Source: an optimization exercise on an open RTL-to-GDS flow (aim: small area and a short achievable clock period). Production flows keep margins and buffers that such runs may drop. RTL that was checked went through simulation tests only; none was proved equivalent to the original. Power figures rest on the tool's default switching activity, not on a simulated workload.

==> flow/design.v <==
module cordic(CosX,SinX,theta,Sign,clock,reset);
	output [16:0] CosX,SinX;
	input  [15:0] theta;
	input  Sign,clock,reset;
	reg [15:0] X;
	reg [16:0] Y;              
	reg [13:0] Z;              
	reg        zsr;            
	reg        S;              
	reg [3:0]  sh;             
	wire zs = zsr;
	wire last = (sh == 4'd14);
	wire [13:0] atan =
		(sh == 4'd1)  ? 14'd3593 : (sh == 4'd2)  ? 14'd1824 :
		(sh == 4'd3)  ? 14'd916  : (sh == 4'd4)  ? 14'd458  :
		(sh == 4'd5)  ? 14'd229  : (sh == 4'd6)  ? 14'd115  :
		(sh == 4'd7)  ? 14'd57   : (sh == 4'd8)  ? 14'd29   :
		(sh == 4'd9)  ? 14'd14   : (sh == 4'd10) ? 14'd7    :
		(sh == 4'd11) ? 14'd4    : (sh == 4'd12) ? 14'd2    :
		(sh == 4'd13) ? 14'd1    : 14'd0;
	wire first = (sh == 4'd0);
	wire [13:0] zop = first ? (zs ? -14'd4720 : -14'd18322) : (atan ^ {14{~zs}});
	wire zci = first ? ~S : ~zs;
	wire neg = last & Y[16];
	wire ssign = Y[16] ^ S;
	wire [16:0] yx = Y ^ {17{~zs}};
	wire [32:0] yext = {{17{yx[16]}}, yx[16:1]} >> sh;
	wire [15:0] yop = yext[15:0];
	wire [15:0] xx = X ^ {16{zs}};
	wire fillx = zs & ~neg;
	wire [32:0] xext = {{18{fillx}}, xx[15:1] ^ {neg, 14'd0}} >> sh;
	wire [16:0] xop = xext[16:0];
	wire [5:0] ylow = Y[5:0] & ~(6'h3E << sh);
	wire yc = Y[16] & ((sh >= 4'd6) | (|ylow));
	wire cx = yc ^ ~zs;
	wire cy = zs;
	wire [16:0] ya = {Y[16:3], Y[2:0] ^ {3{neg}}};
	wire [15:0] SumX; addx ax(.a(X), .b(yop), .ci(cx), .s(SumX));
	wire [16:0] SumY; addy ay(.a(ya), .b(xop), .ci(cy), .s(SumY));
	wire [13:0] SumZ; addz az(.a(Z), .b(zop), .ci(zci), .s(SumZ));
	wire t45 = theta[13] & theta[11] & theta[10] & theta[8];
	always @(posedge clock)
		if (reset) begin
			sh <= 4'd0;
			X <= 16'h9B74;
			Y <= 17'h09B74;
			Z <= theta[13:0];
			zsr <= Sign | ~t45;
			S <= Sign;
		end else begin
			sh <= sh + 4'd1;
			X <= SumX;
			Y <= {last ? ssign : SumY[16], SumY[15:3] & {13{~neg}}, SumY[2:0]};
			Z <= SumZ;
			zsr <= SumZ[13];
		end
	assign CosX = {1'b0, X};
	assign SinX = Y;
endmodule
module addx(input [15:0] a, input [15:0] b, input ci, output [15:0] s);
  wire [15:0] p = a ^ b;
  wire [15:0] g = a & b;
  wire g0c = g[0] | (p[0] & ci);
  wire gn1 = g[1] | (p[1] & g0c);
  wire gn2 = g[3] | (p[3] & g[2]);
  wire pn2 = p[3] & p[2];
  wire gn3 = g[5] | (p[5] & g[4]);
  wire pn3 = p[5] & p[4];
  wire gn4 = g[7] | (p[7] & g[6]);
  wire pn4 = p[7] & p[6];
  wire gn5 = g[9] | (p[9] & g[8]);
  wire pn5 = p[9] & p[8];
  wire gn6 = g[11] | (p[11] & g[10]);
  wire pn6 = p[11] & p[10];
  wire gn7 = g[13] | (p[13] & g[12]);
  wire pn7 = p[13] & p[12];
  wire gn8 = g[15] | (p[15] & g[14]);
  wire pn8 = p[15] & p[14];
  wire gn9 = gn2 | (pn2 & gn1);
  wire gn10 = gn4 | (pn4 & gn3);
  wire pn10 = pn4 & pn3;
  wire gn11 = gn6 | (pn6 & gn5);
  wire pn11 = pn6 & pn5;
  wire gn12 = gn8 | (pn8 & gn7);
  wire pn12 = pn8 & pn7;
  wire gn13 = gn10 | (pn10 & gn9);
  wire gn14 = gn12 | (pn12 & gn11);
  wire pn14 = pn12 & pn11;
  wire gn15 = gn14 | (pn14 & gn13);
  wire gn16 = gn11 | (pn11 & gn13);
  wire gn17 = gn3 | (pn3 & gn9);
  wire gn18 = gn5 | (pn5 & gn13);
  wire gn19 = gn7 | (pn7 & gn16);
  wire gn20 = g[2] | (p[2] & gn1);
  wire gn21 = g[4] | (p[4] & gn9);
  wire gn22 = g[6] | (p[6] & gn17);
  wire gn23 = g[8] | (p[8] & gn13);
  wire gn24 = g[10] | (p[10] & gn18);
  wire gn25 = g[12] | (p[12] & gn16);
  wire gn26 = g[14] | (p[14] & gn19);
  wire [15:0] c = {gn26, gn19, gn25, gn16, gn24, gn18, gn23, gn13, gn22, gn17, gn21, gn9, gn20, gn1, g0c, ci};
  assign s = p ^ c;
endmodule
module addy(input [16:0] a, input [16:0] b, input ci, output [16:0] s);
  wire [16:0] p = a ^ b;
  wire [16:0] g = a & b;
  wire g0c = g[0] | (p[0] & ci);
  wire gn1 = g[1] | (p[1] & g0c);
  wire gn2 = g[3] | (p[3] & g[2]);
  wire pn2 = p[3] & p[2];
  wire gn3 = g[5] | (p[5] & g[4]);
  wire pn3 = p[5] & p[4];
  wire gn4 = g[7] | (p[7] & g[6]);
  wire pn4 = p[7] & p[6];
  wire gn5 = g[9] | (p[9] & g[8]);
  wire pn5 = p[9] & p[8];
  wire gn6 = g[11] | (p[11] & g[10]);
  wire pn6 = p[11] & p[10];
  wire gn7 = g[13] | (p[13] & g[12]);
  wire pn7 = p[13] & p[12];
  wire gn8 = g[15] | (p[15] & g[14]);
  wire pn8 = p[15] & p[14];
  wire gn9 = gn2 | (pn2 & gn1);
  wire gn10 = gn4 | (pn4 & gn3);
  wire pn10 = pn4 & pn3;
  wire gn11 = gn6 | (pn6 & gn5);
  wire pn11 = pn6 & pn5;
  wire gn12 = gn8 | (pn8 & gn7);
  wire pn12 = pn8 & pn7;
  wire gn13 = gn10 | (pn10 & gn9);
  wire gn14 = gn12 | (pn12 & gn11);
  wire pn14 = pn12 & pn11;
  wire gn15 = gn14 | (pn14 & gn13);
  wire gn16 = gn11 | (pn11 & gn13);
  wire gn17 = gn3 | (pn3 & gn9);
  wire gn18 = gn5 | (pn5 & gn13);
  wire gn19 = gn7 | (pn7 & gn16);
  wire gn20 = g[2] | (p[2] & gn1);
  wire gn21 = g[4] | (p[4] & gn9);
  wire gn22 = g[6] | (p[6] & gn17);
  wire gn23 = g[8] | (p[8] & gn13);
  wire gn24 = g[10] | (p[10] & gn18);
  wire gn25 = g[12] | (p[12] & gn16);
  wire gn26 = g[14] | (p[14] & gn19);
  wire gn27 = g[16] | (p[16] & gn15);
  wire [16:0] c = {gn15, gn26, gn19, gn25, gn16, gn24, gn18, gn23, gn13, gn22, gn17, gn21, gn9, gn20, gn1, g0c, ci};
  assign s = p ^ c;
endmodule
module addz(input [13:0] a, input [13:0] b, input ci, output [13:0] s);
  wire [13:0] p = a ^ b;
  wire [13:0] g = a & b;
  wire g0c = g[0] | (p[0] & ci);
  wire gn1 = g[1] | (p[1] & g0c);
  wire gn2 = g[3] | (p[3] & g[2]);
  wire pn2 = p[3] & p[2];
  wire gn3 = g[5] | (p[5] & g[4]);
  wire pn3 = p[5] & p[4];
  wire gn4 = g[7] | (p[7] & g[6]);
  wire pn4 = p[7] & p[6];
  wire gn5 = g[9] | (p[9] & g[8]);
  wire pn5 = p[9] & p[8];
  wire gn6 = g[11] | (p[11] & g[10]);
  wire pn6 = p[11] & p[10];
  wire gn7 = g[13] | (p[13] & g[12]);
  wire pn7 = p[13] & p[12];
  wire gn8 = gn2 | (pn2 & gn1);
  wire gn9 = gn4 | (pn4 & gn3);
  wire pn9 = pn4 & pn3;
  wire gn10 = gn6 | (pn6 & gn5);
  wire pn10 = pn6 & pn5;
  wire gn11 = gn9 | (pn9 & gn8);
  wire gn12 = gn10 | (pn10 & gn11);
  wire gn13 = gn3 | (pn3 & gn8);
  wire gn14 = gn5 | (pn5 & gn11);
  wire gn15 = gn7 | (pn7 & gn12);
  wire gn16 = g[2] | (p[2] & gn1);
  wire gn17 = g[4] | (p[4] & gn8);
  wire gn18 = g[6] | (p[6] & gn13);
  wire gn19 = g[8] | (p[8] & gn11);
  wire gn20 = g[10] | (p[10] & gn14);
  wire gn21 = g[12] | (p[12] & gn12);
  wire [13:0] c = {gn21, gn12, gn20, gn14, gn19, gn11, gn18, gn13, gn17, gn8, gn16, gn1, g0c, ci};
  assign s = p ^ c;
endmodule
clock: 15.0 ns
lec_check: 0
abc_area: 1
cap_margin: 20
core_margin: 2
core_utilization: 50
cts_buf_list: sky130_fd_sc_hd__clkbuf_8
setup_slack_margin: 0.5
slew_margin: 20
standard.sh (not shown) runs the stock make flow with config.mk's settings and CLKGATE_MAP_FILE= SYNTH_SCRIPT=/design/flow/synth_recipe.tcl, a recipe that flattens the netlist after the stock synthesis.
==> flow/flow/run.sh <==
#!/bin/bash
# The standard layout (standard.sh) with these changes:
# repair_timing aims for a setup margin of 11.12 ns, ports get buf_2
# buffers, and Yosys maps no full or half adder cells (ADDER_MAP_FILE is
# empty, so ABC maps the adders as plain logic).
# make's output goes to flow_make.log here; each ORFS step logs under orfs/logs.
set -euo pipefail

sed -e "s|SETUP_SLACK_MARGIN=[0-9.]*|SETUP_SLACK_MARGIN=11.12 'BUFFER_PORTS_ARGS=-buffer_cell sky130_fd_sc_hd__buf_2' ADDER_MAP_FILE=|" standard.sh > my_standard.sh
bash my_standard.sh > flow_make.log 2>&1
==> next run, changes <==
--- a/flow/design.v
+++ b/flow/design.v
@@ -18,26 +18,30 @@
 		(sh == 4'd9)  ? 14'd14   : (sh == 4'd10) ? 14'd7    :
 		(sh == 4'd11) ? 14'd4    : (sh == 4'd12) ? 14'd2    :
 		(sh == 4'd13) ? 14'd1    : 14'd0;
 	wire first = (sh == 4'd0);
 	wire [13:0] zop = first ? (zs ? -14'd4720 : -14'd18322) : (atan ^ {14{~zs}});
 	wire zci = first ? ~S : ~zs;
-	wire neg = last & Y[16];
-	wire ssign = Y[16] ^ S;
+	wire b = X[15];
+	wire ysame = &(Y[15:0] ~^ {16{Y[16]}});      
+	wire yneg = Y[16] ^ (ysame & b & (Y[16] ^ zs));
+	wire yzero = ysame & (Y[16] ? (b & ~zs) : ~b);
+	wire neg = last & yneg;
+	wire ssign = (yneg ^ S) & ~yzero;
 	wire [16:0] yx = Y ^ {17{~zs}};
 	wire [32:0] yext = {{17{yx[16]}}, yx[16:1]} >> sh;
 	wire [15:0] yop = yext[15:0];
 	wire [15:0] xx = X ^ {16{zs}};
 	wire fillx = zs & ~neg;
 	wire [32:0] xext = {{18{fillx}}, xx[15:1] ^ {neg, 14'd0}} >> sh;
 	wire [16:0] xop = xext[16:0];
-	wire [5:0] ylow = Y[5:0] & ~(6'h3E << sh);
-	wire yc = Y[16] & ((sh >= 4'd6) | (|ylow));
+	wire [15:0] ylow = Y[15:0] & ~(16'hFFFE << sh);
+	wire yc = Y[16] & (|ylow);
 	wire cx = yc ^ ~zs;
 	wire cy = zs;
-	wire [16:0] ya = {Y[16:3], Y[2:0] ^ {3{neg}}};
+	wire [16:0] ya = Y ^ {17{neg}};
 	wire [15:0] SumX; addx ax(.a(X), .b(yop), .ci(cx), .s(SumX));
 	wire [16:0] SumY; addy ay(.a(ya), .b(xop), .ci(cy), .s(SumY));
 	wire [13:0] SumZ; addz az(.a(Z), .b(zop), .ci(zci), .s(SumZ));
 	wire t45 = theta[13] & theta[11] & theta[10] & theta[8];
 	always @(posedge clock)
 		if (reset) begin
@@ -47,13 +51,13 @@
 			Z <= theta[13:0];
 			zsr <= Sign | ~t45;
 			S <= Sign;
 		end else begin
 			sh <= sh + 4'd1;
 			X <= SumX;
-			Y <= {last ? ssign : SumY[16], SumY[15:3] & {13{~neg}}, SumY[2:0]};
+			Y <= {last ? ssign : SumY[16], SumY[15:0]};
 			Z <= SumZ;
 			zsr <= SumZ[13];
 		end
 	assign CosX = {1'b0, X};
 	assign SinX = Y;
 endmodule
Outcome: The changed run completed without violations. Worst setup slack gets worse by 16 ps. Routed wire length goes up by 18%. Combinational power goes up by about 9%. Worst hold slack hardly moves. Non-clock buffer count goes up by 8. Utilization goes down by 0.43 points.
No functional check of the RTL was part of the second run of this note.

==> what the ideal ports hide <==
How much do the figures lean on ideal ports? The routed layouts below were timed once more, with nothing changed but the port constraints.
Step 1, drivers: a clkbuf_16 drives clock and a buf_2 each remaining input, both assumed.
Step 2 adds t to the input delays and takes it off the output delays; t is the mean of the earliest and latest rising clock arrival at the registers after step 1. Input paths then give back, and output paths get back, about the clock's delay inside the block.
a / b / c = ideal / step 1 / step 2; a / b = the first two.
run | t (ns) | setup slack, ns | clock arrival spread, ns
the first run | 0.364 | 11.157 / 11.121 / 10.928 | 0.005 / 0.006
the second run | 0.370 | 11.141 / 11.101 / 10.959 | 0.013 / 0.013
After both steps setup and hold are still met in every run listed. The setup slack of the first run, which loses most, moves by -0.036 ns with the drivers and by -0.229 ns with both steps.
